From an optimization exercise on the open Yosys and OpenROAD flow, aimed at a short achievable clock period and few clock cycles; shortcuts taken in it are not production practice.
The RTL was checked by simulation tests, not by an equivalence proof against the original design.
Power is estimated from default activity; no workload was simulated.

$ cat design/flow/flow/run.sh
#!/bin/bash
export SETUP_SLACK_MARGIN=37.5
bash standard.sh MATCH_CELL_FOOTPRINT=0 finish > standard.log 2>&1
$ cat design/flow/config.mk
export PLATFORM = sky130hd
export DESIGN_NAME = y86_seq
export DESIGN_NICKNAME = y86_seq
export VERILOG_FILES = /design/flow/design.v
export SDC_FILE = /design/flow/constraint.sdc
export NUM_CORES = 4
export LEC_CHECK = 0
export CAP_MARGIN = 20
export CORE_MARGIN = 2
export CORE_UTILIZATION = 55
export CTS_CLUSTER_DIAMETER = 100
export CTS_CLUSTER_SIZE = 20
export SLEW_MARGIN = 20
export SYNTH_HIERARCHICAL = 1
export SYNTH_MINIMUM_KEEP_SIZE = 0
$ cat design/flow/standard.sh
#!/bin/bash
# synth_recipe.tcl (not shown) runs the flow's synth.tcl, then flattens the netlist and writes it again
# the make line also repeats each setting of config.mk as NAME=value (left out here)
make -C /OpenROAD-flow-scripts/flow DESIGN_CONFIG=/design/flow/config.mk WORK_HOME=/design/flow/orfs CLKGATE_MAP_FILE= SYNTH_SCRIPT=/design/flow/synth_recipe.tcl "${@:-finish}"
$ cat design/flow/constraint.sdc
create_clock -name core_clock -period 47.0 [get_ports {clk}]
set_input_delay 9.4000 -clock core_clock [delete_from_list [all_inputs] [get_ports {clk}]]
set_output_delay 9.4000 -clock core_clock [all_outputs]
set_load 0.01 [all_outputs]
$ cat design/flow/design.v
`timescale 1ns/1ps
module ADD_64(sum, cout, c63, a, b, cin);
    input [63:0] a, b;
    input cin;
    output [63:0] sum;
    output cout, c63;
    wire [63:0] p = a ^ b;
    wire [63:0] g0 = a & b;
    wire [63:0] gl [0:6];
    wire [63:0] pl [0:6];
    assign gl[0] = {g0[63:1], g0[0] | (p[0] & cin)};
    assign pl[0] = p;
    genvar k, i;
    generate
        for (k = 0; k < 6; k = k + 1) begin : lvl
            for (i = 0; i < 64; i = i + 1) begin : bitk
                if (i >= (1 << k)) begin : comb
                    assign gl[k+1][i] = gl[k][i] | (pl[k][i] & gl[k][i - (1 << k)]);
                    assign pl[k+1][i] = pl[k][i] & pl[k][i - (1 << k)];
                end else begin : pass
                    assign gl[k+1][i] = gl[k][i];
                    assign pl[k+1][i] = pl[k][i];
                end
            end
        end
    endgenerate
    wire [64:0] c = {gl[6], cin};
    assign sum = p ^ c[63:0];
    assign cout = c[64];
    assign c63 = c[63];
endmodule
`timescale 1ns/1ps
module fnext(icode, ifun, dest, ZF, LT, ras_top, pc_hi, pc_hi1, lo1, lo2, lo9, lo10, c1, c2, c9, c10,
             en_pc, other_pc, en_ia, other_ia, d_pc, d_ia);
    input [3:0] icode, ifun;
    input [63:0] dest;
    input ZF, LT;                 
    input [63:0] ras_top;
    input [59:0] pc_hi, pc_hi1;
    input [3:0] lo1, lo2, lo9, lo10;
    input c1, c2, c9, c10;
    input en_pc, en_ia;
    input [63:0] other_pc, other_ia;
    output [63:0] d_pc, d_ia;
    reg cond;
    always @(*)
    begin
        case (ifun)
            4'd0: cond = 1'b1;
            4'd1: cond = LT | ZF;
            4'd2: cond = LT;
            4'd3: cond = ZF;
            4'd4: cond = ~ZF;
            4'd5: cond = ~LT;
            4'd6: cond = ~LT & ~ZF;
            default: cond = 1'b0;
        endcase
    end
    wire s_dest = (icode == 4'd8) | ((icode == 4'd7) & cond);
    wire s_ras = (icode == 4'd9);
    wire s_seq = !s_dest && !s_ras;
    reg [3:0] seq_lo;
    reg seq_c;
    always @(*)
    begin
        case (icode)
            4'd2, 4'd6, 4'd10, 4'd11: begin seq_lo = lo2; seq_c = c2; end
            4'd3, 4'd4, 4'd5: begin seq_lo = lo10; seq_c = c10; end
            4'd7: begin seq_lo = lo9; seq_c = c9; end
            default: begin seq_lo = lo1; seq_c = c1; end
        endcase
    end
    wire s_inc = s_seq & seq_c;
    wire s_same = s_seq & !seq_c;
    wire [63:0] next;
    assign next[63:4] = ({60{s_dest}} & dest[63:4]) | ({60{s_ras}} & ras_top[63:4])
                      | ({60{s_inc}} & pc_hi1) | ({60{s_same}} & pc_hi);
    assign next[3:0] = ({4{s_dest}} & dest[3:0]) | ({4{s_ras}} & ras_top[3:0]) | ({4{s_seq}} & seq_lo);
    assign d_pc = ({64{en_pc}} & next) | other_pc;
    assign d_ia = ({64{en_ia}} & next) | other_ia;
endmodule
module fdec(icode, ifun, rA, rB, rr, irm, rm, mr, op, call, ret, push, pop, halt, inv,
            sub, andq, xorq, rsp, selA, selB, dstM, fend, go, rst, ptr, ptr_d, stop, stop_clr, stop_d);
    input [3:0] icode, ifun, rA, rB;
    output rr, irm, rm, mr, op, call, ret, push, pop, halt, inv;
    output sub, andq, xorq, rsp;
    output reg [14:0] selA, selB;     
    output [3:0] dstM;
    output fend;
    input go, rst;
    input [1:0] ptr;
    output [1:0] ptr_d;
    input stop, stop_clr;
    output stop_d;
    assign rr   = icode == 4'd2;
    assign irm  = icode == 4'd3;
    assign rm   = icode == 4'd4;
    assign mr   = icode == 4'd5;
    assign op   = icode == 4'd6;
    assign call = icode == 4'd8;
    assign ret  = icode == 4'd9;
    assign push = icode == 4'd10;
    assign pop  = icode == 4'd11;
    assign halt = icode == 4'd0;
    assign inv  = icode[3] & icode[2];
    assign sub  = op && ifun[1:0] == 2'd1;
    assign andq = op && ifun[1:0] == 2'd2;
    assign xorq = op && ifun[1:0] == 2'd3;
    assign rsp  = call | ret | push | pop;
    assign fend = halt | inv;
    wire [3:0] srcA = (rr | rm | op | push) ? rA : (ret | pop) ? 4'd4 : 4'hF;
    wire [3:0] srcB = (rm | mr | op) ? rB : (call | ret | push | pop) ? 4'd4 : 4'hF;
    integer i;
    always @(*)
        for (i = 0; i < 15; i = i + 1)
        begin
            selA[i] = (srcA == i);
            selB[i] = (srcB == i);
        end
    assign dstM = (mr | pop) ? rA : 4'hF;
    assign ptr_d = rst ? 2'd0 : (go & call) ? ptr + 2'd1 : (go & ret) ? ptr - 2'd1 : ptr;
    assign stop_d = !stop_clr && (stop || (go && fend));
endmodule
`timescale 1ns/1ps
module execute(rf_flat, selA, selB, fwdA, fwdB, m_valE, valC, valP, ifun, rB, ZF, LT,
               rr, irm, rm, mr, op, call, ret, push, pop, sub, andq, xorq, rsp,
               valE, nZF, nLT, weE, addr, wdata);
    input [959:0] rf_flat;        
    input [14:0] selA, selB;
    input fwdA, fwdB;
    input [63:0] m_valE;
    input [63:0] valC, valP;
    input [3:0] ifun, rB;
    input ZF, LT;
    input rr, irm, rm, mr, op, call, ret, push, pop, sub, andq, xorq, rsp;
    output reg [63:0] valE;
    output nZF, nLT;
    output reg [14:0] weE;
    output [63:0] addr, wdata;
    reg [63:0] rfA, rfB;
    integer i;
    always @(*)
    begin
        rfA = 64'd0;
        rfB = 64'd0;
        for (i = 0; i < 15; i = i + 1)
        begin
            rfA = rfA | (rf_flat[64*i +: 64] & {64{selA[i]}});
            rfB = rfB | (rf_flat[64*i +: 64] & {64{selB[i]}});
        end
    end
    wire [63:0] valA = fwdA ? m_valE : rfA;
    wire [63:0] valB = fwdB ? m_valE : rfB;
    reg cnd;
    always @(*)
    begin
        case (ifun)
            4'd0: cnd = 1'b1;
            4'd1: cnd = LT | ZF;
            4'd2: cnd = LT;
            4'd3: cnd = ZF;
            4'd4: cnd = ~ZF;
            4'd5: cnd = ~LT;
            4'd6: cnd = ~LT & ~ZF;
            default: cnd = 1'b0;
        endcase
    end
    wire [63:0] aluA = (rm | mr) ? valC : (call | push) ? 64'hFFFF_FFFF_FFFF_FFF8 : op ? valA : 64'd8;
    wire [63:0] sum;
    wire cout_u, c63_u;
    ADD_64 adder(.sum(sum), .cout(cout_u), .c63(c63_u), .a(valB), .b(aluA ^ {64{sub}}), .cin(sub));
    always @(*)
    begin
        if (rr)
            valE = valA;
        else if (irm)
            valE = valC;
        else if (andq)
            valE = valA & valB;
        else if (xorq)
            valE = valA ^ valB;
        else
            valE = sum;
    end
    wire [63:0] fy = valA ^ {64{sub}};
    wire [63:0] fp = valB ^ fy;
    wire [63:0] fo = valB | fy;
    wire zf_as = (fp[0] == sub) && (fp[63:1] == fo[62:0]);
    wire [63:0] fsum_unused;
    wire fcout, fc63_unused;
    ADD_64 ccadd(.sum(fsum_unused), .cout(fcout), .c63(fc63_unused), .a(valB), .b(fy), .cin(sub));
    wire lt_as = valB[63] ^ fy[63] ^ fcout;
    wire zf_and = ~|(valA & valB);
    wire zf_xor = (valA == valB);
    assign nZF = andq ? zf_and : xorq ? zf_xor : zf_as;
    assign nLT = andq ? (valA[63] & valB[63]) : xorq ? (valA[63] ^ valB[63]) : lt_as;
    wire [3:0] dstE = rsp ? 4'd4 : ((rr & cnd) | irm | op) ? rB : 4'hF;
    always @(*)
        for (i = 0; i < 15; i = i + 1)
            weE[i] = (dstE == i);
    assign addr = (ret | pop) ? valA : valE;
    assign wdata = call ? valP : valA;
endmodule
`timescale 1ps/1ps
module memory(rdata, pred, check, we_pre, redir_d, we_d);
    input [63:0] rdata, pred;
    input check;                  
    input we_pre;                 
    output redir_d, we_d;
    wire kill = check && (rdata != pred);
    assign redir_d = kill;
    assign we_d = we_pre && !kill;
endmodule
`timescale 1ps/1ps
module y86_seq(clk, rst, imem_addr, imem_data, dmem_addr, dmem_wdata, dmem_we, dmem_rdata, stat);
    parameter n = 64;
    input clk;
    input rst;                    
    output [n-1:0] imem_addr;
    input [79:0] imem_data;       
    output [n-1:0] dmem_addr;
    output [n-1:0] dmem_wdata;
    output dmem_we;
    input [n-1:0] dmem_rdata;
    output [1:0] stat;            
    reg [63:0] PC;
    reg [63:0] ia_r;              
    reg fstop;                    
    reg redir;                    
    reg [63:0] rtgt;              
    reg x_valid;
    reg [3:0] x_ifun, x_rB;
    reg x_rr, x_irm, x_rm, x_mr, x_op, x_call, x_ret, x_push, x_pop, x_halt, x_inv;
    reg x_sub, x_and, x_xor;      
    reg x_adata;                  
    reg x_rsp;                    
    reg [14:0] x_selA, x_selB;    
    reg [3:0] x_dstM;             
    reg [63:0] x_valC;            
    reg [63:0] x_valP;            
    reg [63:0] x_pred;            
    reg m_valid;
    reg m_ret, m_halt, m_inv;
    reg [14:0] m_weE, m_weM;      
    reg [63:0] m_valE;
    reg [63:0] m_pred;
    reg [63:0] dm_addr, dm_wdata;
    reg dm_we;
    reg ZF, LT;                   
    reg ZF_o, LT_o;               
    reg [1:0] stat_r;
    reg [63:0] rf [0:14];         
    reg [63:0] ras [0:3];         
    reg [1:0] ras_ptr;            
    wire m_ok = m_valid && !redir;
    wire redir_d, dm_we_d;
    wire dm_we_pre;
    memory chk(.rdata(dmem_rdata), .pred(m_pred), .check(m_ok && m_ret), .we_pre(dm_we_pre),
        .redir_d(redir_d), .we_d(dm_we_d));
    wire hitA = x_valid && m_valid && !redir && (|(m_weM & x_selA));
    wire hitB = x_valid && m_valid && !redir && (|(m_weM & x_selB));
    wire ldA = hitA && x_adata;
    wire stall = hitB || (hitA && !x_adata);
    wire fwdA = m_valid && |(m_weE & x_selA);
    wire fwdB = m_valid && |(m_weE & x_selB);
    wire [959:0] rf_flat;
    genvar gi;
    generate
        for (gi = 0; gi < 15; gi = gi + 1) begin : rfo
            assign rf_flat[64*gi +: 64] = rf[gi];
        end
    endgenerate
    wire [63:0] valE, dm_addr_d, dm_wdata_d;
    wire nZF, nLT;
    wire [14:0] weE;
    execute xdp(.rf_flat(rf_flat), .selA(x_selA), .selB(x_selB), .fwdA(fwdA), .fwdB(fwdB),
        .m_valE(m_valE), .valC(x_valC), .valP(x_valP), .ifun(x_ifun), .rB(x_rB), .ZF(ZF), .LT(LT),
        .rr(x_rr), .irm(x_irm), .rm(x_rm), .mr(x_mr), .op(x_op), .call(x_call), .ret(x_ret),
        .push(x_push), .pop(x_pop), .sub(x_sub), .andq(x_and), .xorq(x_xor), .rsp(x_rsp),
        .valE(valE), .nZF(nZF), .nLT(nLT), .weE(weE), .addr(dm_addr_d), .wdata(dm_wdata_d));
    reg [14:0] weM;
    integer i;
    always @(*)
        for (i = 0; i < 15; i = i + 1)
            weM[i] = (x_dstM == i);
    wire x_fire = x_valid && !stall && !redir;
    assign dm_we_pre = x_fire && (x_rm | x_call | x_push);
    wire setcc = x_valid && x_op;
    wire fZF = setcc ? nZF : ZF;
    wire fLT = setcc ? nLT : LT;
    wire [3:0] f_icode = imem_data[79:76];
    wire [3:0] f_ifun = imem_data[75:72];
    wire [3:0] f_rA = imem_data[71:68];
    wire [3:0] f_rB = imem_data[67:64];
    wire [59:0] pc_hi1 = PC[63:4] + 60'd1;
    wire [4:0] lo1 = {1'b0, PC[3:0]} + 5'd1;
    wire [4:0] lo2 = {1'b0, PC[3:0]} + 5'd2;
    wire [4:0] lo9 = {1'b0, PC[3:0]} + 5'd9;
    wire [4:0] lo10 = {1'b0, PC[3:0]} + 5'd10;
    wire [63:0] pc9 = {lo9[4] ? pc_hi1 : PC[63:4], lo9[3:0]};
    wire [1:0] ras_top_i = ras_ptr - 2'd1;
    wire [63:0] ras_top = ras[ras_top_i];
    wire en_pc = !rst && !redir && !stall && !fstop;
    wire en_ia = !rst && !redir && !stall;
    wire [63:0] other_pc = rst ? 64'd0 : redir ? rtgt : en_pc ? 64'd0 : PC;
    wire [63:0] other_ia = rst ? 64'd0 : redir ? rtgt : en_ia ? 64'd0 : ia_r;
    wire [63:0] d_pc, d_ia;
    fnext fn(.icode(f_icode), .ifun(f_ifun), .dest(imem_data[71:8]), .ZF(fZF), .LT(fLT),
        .ras_top(ras_top), .pc_hi(PC[63:4]), .pc_hi1(pc_hi1),
        .lo1(lo1[3:0]), .lo2(lo2[3:0]), .lo9(lo9[3:0]), .lo10(lo10[3:0]),
        .c1(lo1[4]), .c2(lo2[4]), .c9(lo9[4]), .c10(lo10[4]),
        .en_pc(en_pc), .other_pc(other_pc), .en_ia(en_ia), .other_ia(other_ia), .d_pc(d_pc), .d_ia(d_ia));
    wire fd_rr, fd_irm, fd_rm, fd_mr, fd_op, fd_call, fd_ret, fd_push, fd_pop, fd_halt, fd_inv;
    wire fd_sub, fd_and, fd_xor, fd_rsp, f_end;
    wire [1:0] ras_ptr_d;
    wire fstop_d;
    wire [14:0] fd_selA, fd_selB;
    wire [3:0] fd_dstM;
    fdec fdc(.icode(f_icode), .ifun(f_ifun), .rA(f_rA), .rB(f_rB),
        .rr(fd_rr), .irm(fd_irm), .rm(fd_rm), .mr(fd_mr), .op(fd_op), .call(fd_call), .ret(fd_ret),
        .push(fd_push), .pop(fd_pop), .halt(fd_halt), .inv(fd_inv),
        .sub(fd_sub), .andq(fd_and), .xorq(fd_xor), .rsp(fd_rsp),
        .selA(fd_selA), .selB(fd_selB), .dstM(fd_dstM), .fend(f_end),
        .go(f_go), .rst(rst), .ptr(ras_ptr), .ptr_d(ras_ptr_d),
        .stop(fstop), .stop_clr(rst || redir), .stop_d(fstop_d));
    wire f_go = !stall && !fstop && !redir;   
    always @(posedge clk)
    begin
        PC <= d_pc;
        ia_r <= d_ia;
        fstop <= fstop_d;
        ras_ptr <= ras_ptr_d;
    end
    always @(posedge clk)
    begin
        rtgt <= dmem_rdata;
        if (rst)
            redir <= 1'b0;
        else
            redir <= redir_d;
    end
    always @(posedge clk)
        ras[ras_ptr] <= pc9;
    always @(posedge clk)
    begin
        if (rst || redir)
            x_valid <= 1'b0;
        else if (!stall)
            x_valid <= !fstop;
    end
    always @(posedge clk)
    begin
        if (!stall)
        begin
            x_ifun <= f_ifun;
            x_rB <= f_rB;
            x_rr <= fd_rr;
            x_irm <= fd_irm;
            x_rm <= fd_rm;
            x_mr <= fd_mr;
            x_op <= fd_op;
            x_call <= fd_call;
            x_ret <= fd_ret;
            x_push <= fd_push;
            x_pop <= fd_pop;
            x_halt <= fd_halt;
            x_inv <= fd_inv;
            x_sub <= fd_sub;
            x_adata <= fd_rr | fd_rm | fd_push;
            x_and <= fd_and;
            x_xor <= fd_xor;
            x_rsp <= fd_rsp;
            x_selA <= fd_selA;
            x_selB <= fd_selB;
            x_dstM <= fd_dstM;
            x_valC <= imem_data[63:0];
            x_valP <= pc9;
            x_pred <= ras_top;
        end
    end
    always @(posedge clk)
    begin
        ZF_o <= ZF;
        LT_o <= LT;
        if (rst)
        begin
            ZF <= 1'b1;
            LT <= 1'b0;
        end
        else if (redir)
        begin
            ZF <= ZF_o;
            LT <= LT_o;
        end
        else if (x_fire && x_op)
        begin
            ZF <= nZF;
            LT <= nLT;
        end
    end
    always @(posedge clk)
    begin
        if (rst)
            stat_r <= 2'd0;
        else if (m_ok && stat_r == 2'd0 && m_halt)
            stat_r <= 2'd1;
        else if (m_ok && stat_r == 2'd0 && m_inv)
            stat_r <= 2'd2;
    end
    always @(posedge clk)
    begin
        if (rst)
            dm_we <= 1'b0;
        else
            dm_we <= dm_we_d;
        dm_addr <= dm_addr_d;
        dm_wdata <= (ldA && !x_rr) ? dmem_rdata : dm_wdata_d;
    end
    always @(posedge clk)
    begin
        if (rst)
            m_valid <= 1'b0;
        else
            m_valid <= x_fire;
        m_ret <= x_ret;
        m_halt <= x_halt;
        m_inv <= x_inv;
        m_weE <= weE;
        m_weM <= weM;
        m_valE <= (ldA && x_rr) ? dmem_rdata : valE;
        m_pred <= x_pred;
    end
    always @(posedge clk)
        for (i = 0; i < 15; i = i + 1)
            if (m_ok && m_weM[i])
                rf[i] <= dmem_rdata;
            else if (m_ok && m_weE[i])
                rf[i] <= m_valE;
    assign imem_addr = ia_r;
    assign dmem_addr = dm_addr;
    assign dmem_wdata = dm_wdata;
    assign dmem_we = dm_we;
    assign stat = stat_r;
endmodule
==> reports/metrics.csv, run 1 <==
metric,value,unit
fmax,0.0929,GHz
GRT Total Usage,48.9,%
post-cts hold buffer count,0,
H-tree depth,3,
die area,194000,sq um
CTS Root Cell,clkbuf_16,
clock share of power,25.2,%
Die W,440,microns
CP Buf/Inv Count,1,
TritonCTS Buffers,113,
Max Clock Skew,0.0647,ns
# Max-Cap Violations,0,
Pwr per Cell Area,34.8,nW/um^2
Switch Pwr,1.34,mW
Via Count,88500,
gpl congestion,0.981,
syn nets,9218,
I/O pins,341,
post-synthesis cell count,8809,
share of cells above drive strength 1,32.3,%
FILL cells,14100,
VDD IR max,0.0357,mV
slew margin rel.,15.8,%
Final WS setup,36.23,ns
fin. max-slew vios,0,
CTS tree,yes,
Core Rows,160,
WP data required,37.60,ns
CP peak stage delay,0.40,ns
core box area,190000,sq um
nets@finish,9453,
crit path cell chain,buf_6,
YS warnings,12,
Avg Inst Size Synth,11.9,sq um
Setup CP Type,flip-flop to output pin,
Post-DP HPWL,276,mm
Routed wire per std cell,42.5,microns
CP top delay family,flip-flops,
type of origin of the critical path,flip-flop,
outcome,timing/DRC/antenna clean,
combinational share of power,25.2,%
Synth Cell Area,105000,sq um
largest net degree at the start of global routing,140,
Initial Util,55.2,%
sw frac,30.9,%
vias in the first global route,84100,
clock period minus final worst setup slack,10.77,ns
final setup vio count,0,
sequential power share,49.6,%
final count of hold timing violations,0,
Crit. End Element,output pin,
Clock Sinks,1960,
pre-CTS setup slack,33.44,ns
"most common cell after layout, fill and taps aside",edfxtp_1,
crit path DAT,1.37,ns
DIE HEIGHT,440,microns
RSZ-0062 raised after global routing,yes,
initial antenna violation count,29,
worst hold path class,flip-flop to flip-flop,
Congestion Overflow GR,0,
first-pass GRT wire length,660,mm
final wirelength,497,mm
r2r setup slk,36.36,ns
input/output buffers,340,
clock-pin transition on the worst setup and hold timing paths,0.09,ns
Antenna Nets Post-Route,0,
Tightest Pin Transition,1.26,ns
CP max stage cell,dfxtp_4,
Tot Pwr,4.33,mW
worst-path fanout max,1,
final setup TNS,0,ns
Leak,46.1,nW
DRC viols,0,
DRT Pass-1 Iters,9,
Final Cycle Share,22.9,%
initial DRC count,17100,
worst skew pair latency,0.87,ns
clock buffer depth,3,
Int Power,2.99,mW
"commonest cells after routing, fill and taps aside","1,466 x edfxtp_1, 1,159 x mux2_2, 878 x a22oi_1",
Via-to-Cell Ratio,7.58,
area grow syn2layout,18.9,%
==> path summary, 6_finish.rpt <==
check,from,end,depth (start not counted)
max,dm_addr[33],dmem_addr[33],1
min,x_pred[62],m_pred[62],0
max reg2reg,x_selA[3],ia_r[10],36
min reg2reg,x_pred[62],m_pred[62],0
==> state kept, by name, indices dropped and copies added, names as in the netlist, 2 cells and up <==
signal / flops
PC: 64
ras: 256
stat_r: 2
ras_ptr: 2
x_selB: 15
m_weE: 15
x_valP: 64
x_rB: 4
m_pred: 64
ia_r: 64
x_selA: 15
x_valC: 64
m_valE: 64
rf: 960
dm_wdata: 64
x_ifun: 4
m_weM: 15
dm_addr: 64
rtgt: 64
x_pred: 64
x_dstM: 4
==> stage by stage <==
stage	instances	utilization [%]	cell area [sq um]	hold WS, ns
2_1_floorplan	8809	-	106000	0.323
3_3_place_gp	11100	58.4	111000	0.324
3_5_place_dp	11100	58.4	111000	0.327
4_1_cts	11600	64.2	122000	0.319
5_1_grt	11700	65.6	124000	0.335
6_report	11700	65.6	124000	0.330
==> what timing repair did <==
item | in CTS | in global routing
setup endpoints to repair | 1485 | 1299
cloned | 64 | 33
gates resized for setup | 1895 | 305
buffers inserted | 178 | 41
pin swaps | 186 | 126
==> cell type report <==
class	count	area, sq um	share of cell area, %
clock buffers	192	3160	2.54
multi-input cells	5819	50300	40.4
clock inverters	18	234	0.188
well taps	2511	3140	2.53
diodes	26	65.1	0.0523
inverters	246	951	0.764
repair buffers	904	12300	9.88
flip-flops and latches	1960	54300	43.6
==> worst register-to-register path: cells and delay by family, from the launching register on <==
family                   cells  cell delay, ns
AO/OA/AOI/OAI               17            4.74
AND/OR/NAND/NOR              6            1.28
adder cells (fa/ha/maj)      2            0.83
flip-flops                   1            0.33
buffers and inverters        7            2.66
multiplexers                 1            0.09
XOR/XNOR                     3            0.58
==> routing by layer <==
layer | vias to the layer above | GRT usage (%) | routed length [microns]
met5 | - | 0.744 | 1070
met4 | 24 | 29.7 | 38300
met3 | 2098 | 21.3 | 86700
met2 | 8270 | 69.5 | 203000
met1 | 43500 | 61.0 | 168000
li1 | 34600 | - | -
==> power by group through the flow <==
stage | logic [mW] | clock network, mW | registers [mW]
after floorplan | 0.591 | 0 | 2.11
after global placement | 0.895 | 0 | 2.17
after detailed placement | 0.912 | 0 | 2.17
after CTS | 1.01 | 1.08 | 2.14
after global routing | 1.13 | 1.14 | 2.16
final | 1.09 | 1.09 | 2.15
Testbench counts, summed over its fixed seeds: cycles 26,005.
==> inputs of run 2 (changes only) <==
--- a/design/flow/config.mk
+++ b/design/flow/config.mk
@@ -10,4 +10,2 @@
 export CORE_UTILIZATION = 55
-export CTS_CLUSTER_DIAMETER = 100
-export CTS_CLUSTER_SIZE = 20
 export SLEW_MARGIN = 20
==> run 2 against run 1 <==
  * Clock skew fell by 0.016 ns
  * Routed wire length fell by 1.4%
  * Clock power rose by 61%
  * Worst setup slack got worse by 0.086 ns
  * Fmax fell by 0.79%
  * Design area rose by 1.2%
  * Hold slack got worse by 0.0096 ns
  * Die area did not move
  * Clock-buffer cell count rose by 97
  * Synthesized area did not move
  * First-iteration DRC count fell by 4.8%
  * Largest cell class unchanged
==> reports/metrics.csv, run 2 <==
metric,value,unit,change
outcome,timing/DRC/antenna clean,,unchanged
DRC viols,0,,unchanged
VDD IR max,0.0348,mV,was 0.0357 mV
Largest regs,"rf: 960 flops, ras: 256 flops",,unchanged
Antenna Nets Post-Route,0,,unchanged
worst hold path class,flip-flop to flip-flop,,unchanged
Setup CP Type,flip-flop to output pin,,unchanged
DIE HEIGHT,440,microns,unchanged
clock share of power,35.4,%,was 25.2%
crit path cell chain,buf_6,,unchanged
Tightest Pin Transition,1.26,ns,about the same
sequential power share,43.3,%,was 49.6%
slew margin rel.,15.8,%,about the same
final wirelength,489,mm,was 497 mm
r2r setup slk,36.67,ns,was 36.36 ns
Leak,47.1,nW,was 46.1 nW
Placement Cell Area,111000,sq um,unchanged
gpl congestion,0.981,,unchanged
clock buffer depth,3,,unchanged
final setup TNS,0,ns,unchanged
Initial Util,55.2,%,unchanged
Max Clock Skew,0.0483,ns,was 0.0647 ns
"commonest cells after routing, fill and taps aside","1,466 x edfxtp_1, 1,179 x mux2_2, 878 x a22oi_1",,"was 1,466 x edfxtp_1, 1,159 x mux2_2, 878 x a22oi_1"
max reg flops,960,,unchanged
RSZ-0062 raised after global routing,yes,,unchanged
Congestion Overflow GR,0,,unchanged
# Max-Cap Violations,0,,unchanged
input/output buffers,340,,unchanged
first-pass GRT wire length,652,mm,was 660 mm
largest net degree at the start of global routing,140,,unchanged
placed insts,11100,,unchanged
CP max stage cell,dfxtp_4,,unchanged
core box area,190000,sq um,unchanged
GRT Total Usage,48.2,%,was 48.9%
WP data required,37.60,ns,about the same
Via Count,88600,,"was 88,500"
clock period minus final worst setup slack,10.85,ns,was 10.77 ns
type of origin of the critical path,flip-flop,,unchanged
Switch Pwr,1.45,mW,was 1.34 mW
crit path DAT,1.45,ns,was 1.37 ns
multi-input combinational cell area,49500,sq um,"was 50,300 sq um"
CP peak stage delay,0.42,ns,was 0.40 ns
I/O pins,341,,unchanged
Largest Register,rf,,unchanged
post-route design area,126000,sq um,"was 124,000 sq um"
vias in the first global route,84300,,"was 84,100"
Final Cycle Share,23.1,%,was 22.9%
syn nets,9218,,unchanged
"most common cell after layout, fill and taps aside",edfxtp_1,,unchanged
final count of hold timing violations,0,,unchanged
worst-path fanout max,1,,unchanged
post-synthesis cell count,8809,,unchanged
Avg Inst Size Synth,11.9,sq um,unchanged
initial DRC count,16300,,"was 17,100"
register area,54300,sq um,about the same
H-tree depth,4,,was 3
Int Power,3.52,mW,was 2.99 mW
Crit. End Element,output pin,,unchanged
Clock Sinks,1960,,unchanged
CP top delay family,flip-flops,,unchanged
nets@finish,9479,,"was 9,453"
Post-DP HPWL,276,mm,unchanged
CTS tree,yes,,unchanged
DRT Pass-1 Iters,9,,unchanged
Synth Cell Area,105000,sq um,unchanged
Routed wire per std cell,41.5,microns,was 42.5 microns
fin. max-slew vios,0,,unchanged
CTS Root Cell,clkbuf_16,,unchanged
initial antenna violation count,35,,was 29
TritonCTS Buffers,210,,was 113
share of cells above drive strength 1,32.7,%,was 32.3%
CP Buf/Inv Count,1,,unchanged
final instance count without filler cells,11800,,"was 11,700"
clock-pin transition on the worst setup and hold timing paths,0.07,ns,was 0.09 ns
worst skew pair latency,0.91,ns,was 0.87 ns
die area,194000,sq um,unchanged
Die W,440,microns,unchanged
fmax,0.0922,GHz,was 0.0929 GHz
sw frac,29.1,%,was 30.9%
Via-to-Cell Ratio,7.51,,was 7.58
YS warnings,12,,unchanged
area grow syn2layout,20.3,%,was 18.9%
Core Rows,160,,unchanged
hold_ws,0.320,ns,was 0.330 ns
Pwr per Cell Area,39.4,nW/um^2,was 34.8 nW/um^2
FILL cells,13900,,"was 14,100"
combinational share of power,21.2,%,was 25.2%
final setup vio count,0,,unchanged
post-layout util,66.4,%,was 65.6%
## run 2: changes by cell type in the layout (fill, tap and decap cells not counted), sizes merged
cell,previous run,this run
clkinv,6,69
clkbuf,273,339
clkinvlp,1,11
clkdlybuf4s50,50,62
dlymetal6s2s,54,51
inv,256,257
bufinv,1,19
diode,26,36
buf,719,669
o21a,28,29
## run 2: cell type report
type | count | area share, %
clock buffers | 289 | 4.83
multi-input cells | 5820 | 39.3
diodes | 36 | 0.0716
clock inverters | 110 | 0.941
well taps | 2511 | 2.50
repair buffers | 832 | 8.49
inverters | 246 | 0.759
flip-flops and latches | 1960 | 43.1
## run 2: routing by layer
metal	share of wire (%)	track usage, %
met5	0.11	1.17
met4	7.5	29.6
met3	17	19.8
met2	41	69.0
met1	34	60.4
## run 2: power by group through the flow
stage	combinational [mW]	sequential [mW]	clock (mW)
final	1.05	2.15	1.76
after floorplan	0.591	2.11	0
after global routing	1.09	2.16	1.82
after global placement	0.895	2.17	0
after CTS	0.980	2.14	1.75
after detailed placement	0.912	2.17	0
## run 2: timing repair
| action | 4_1_cts | 5_1_grt |
|---|---|---|
| pin swaps | 184 | 65 |
| cloned | 37 | 21 |
| setup endpoints to repair | 1465 | 1124 |
| endpoints found under the hold margin | 0 | 0 |
| resized for setup | 1690 | 276 |
| setup buffers | 131 | 57 |
| hold buffers | 0 | 0 |
## run 2: stage by stage
stage / worst slack, ns / total power, mW
6_report: 36.15 / 4.96
2_1_floorplan: 36.13 / 2.70
3_5_place_dp: 33.44 / 3.08
4_1_cts: 36.11 / 4.87
5_1_grt: 36.15 / 5.07
3_3_place_gp: 33.54 / 3.06
## run 2: worst paths after layout
path / startpoint / endpoint / depth (start not counted)
min: x_pred[38] / m_pred[38] / 0
max: dm_addr[30] / dmem_addr[30] / 1
max reg2reg: x_selA[2] / PC[27] / 36
min reg2reg: x_pred[38] / m_pred[38] / 0
## run 2: worst reg2reg max path: cells and delay by family (launching register included)
kind / cells / cell delay, ns
AOI/OAI and AO/OA: 17 / 4.48
buffers and inverters: 7 / 2.40
and+or+nand+nor: 6 / 1.40
adders and majority gates: 2 / 0.85
xor gates and xnor gates: 3 / 0.56
DFF: 1 / 0.37
muxes: 1 / 0.11

==> afterwards: timing with drivers on the ports <==
No port has a modelled driver above. Below, the same layouts with a new extraction and two added sets of constraints. Step 1 sets driving cells, clkbuf_16 on the clock port and buf_2 on the other inputs (assumed; they add their load-dependent delay and slew). Step 2 also shifts input and output timing later by t, the mid clock arrival at the registers, as if the neighbouring blocks saw the same clock. a / b / c = ideal / step 1 / step 2; a / b = the first two.
run | t (ns) | slack for setup (ns) | worst setup path after step 2
run 1 | 0.943 | 36.235 / 36.133 / 35.607 | input to register
run 2 | 0.974 | 36.149 / 36.057 / 35.636 | input to register
After both steps setup and hold are still met in every run listed. The setup slack of run 1, which loses most, moves by -0.102 ns with the drivers and by -0.628 ns with both steps.
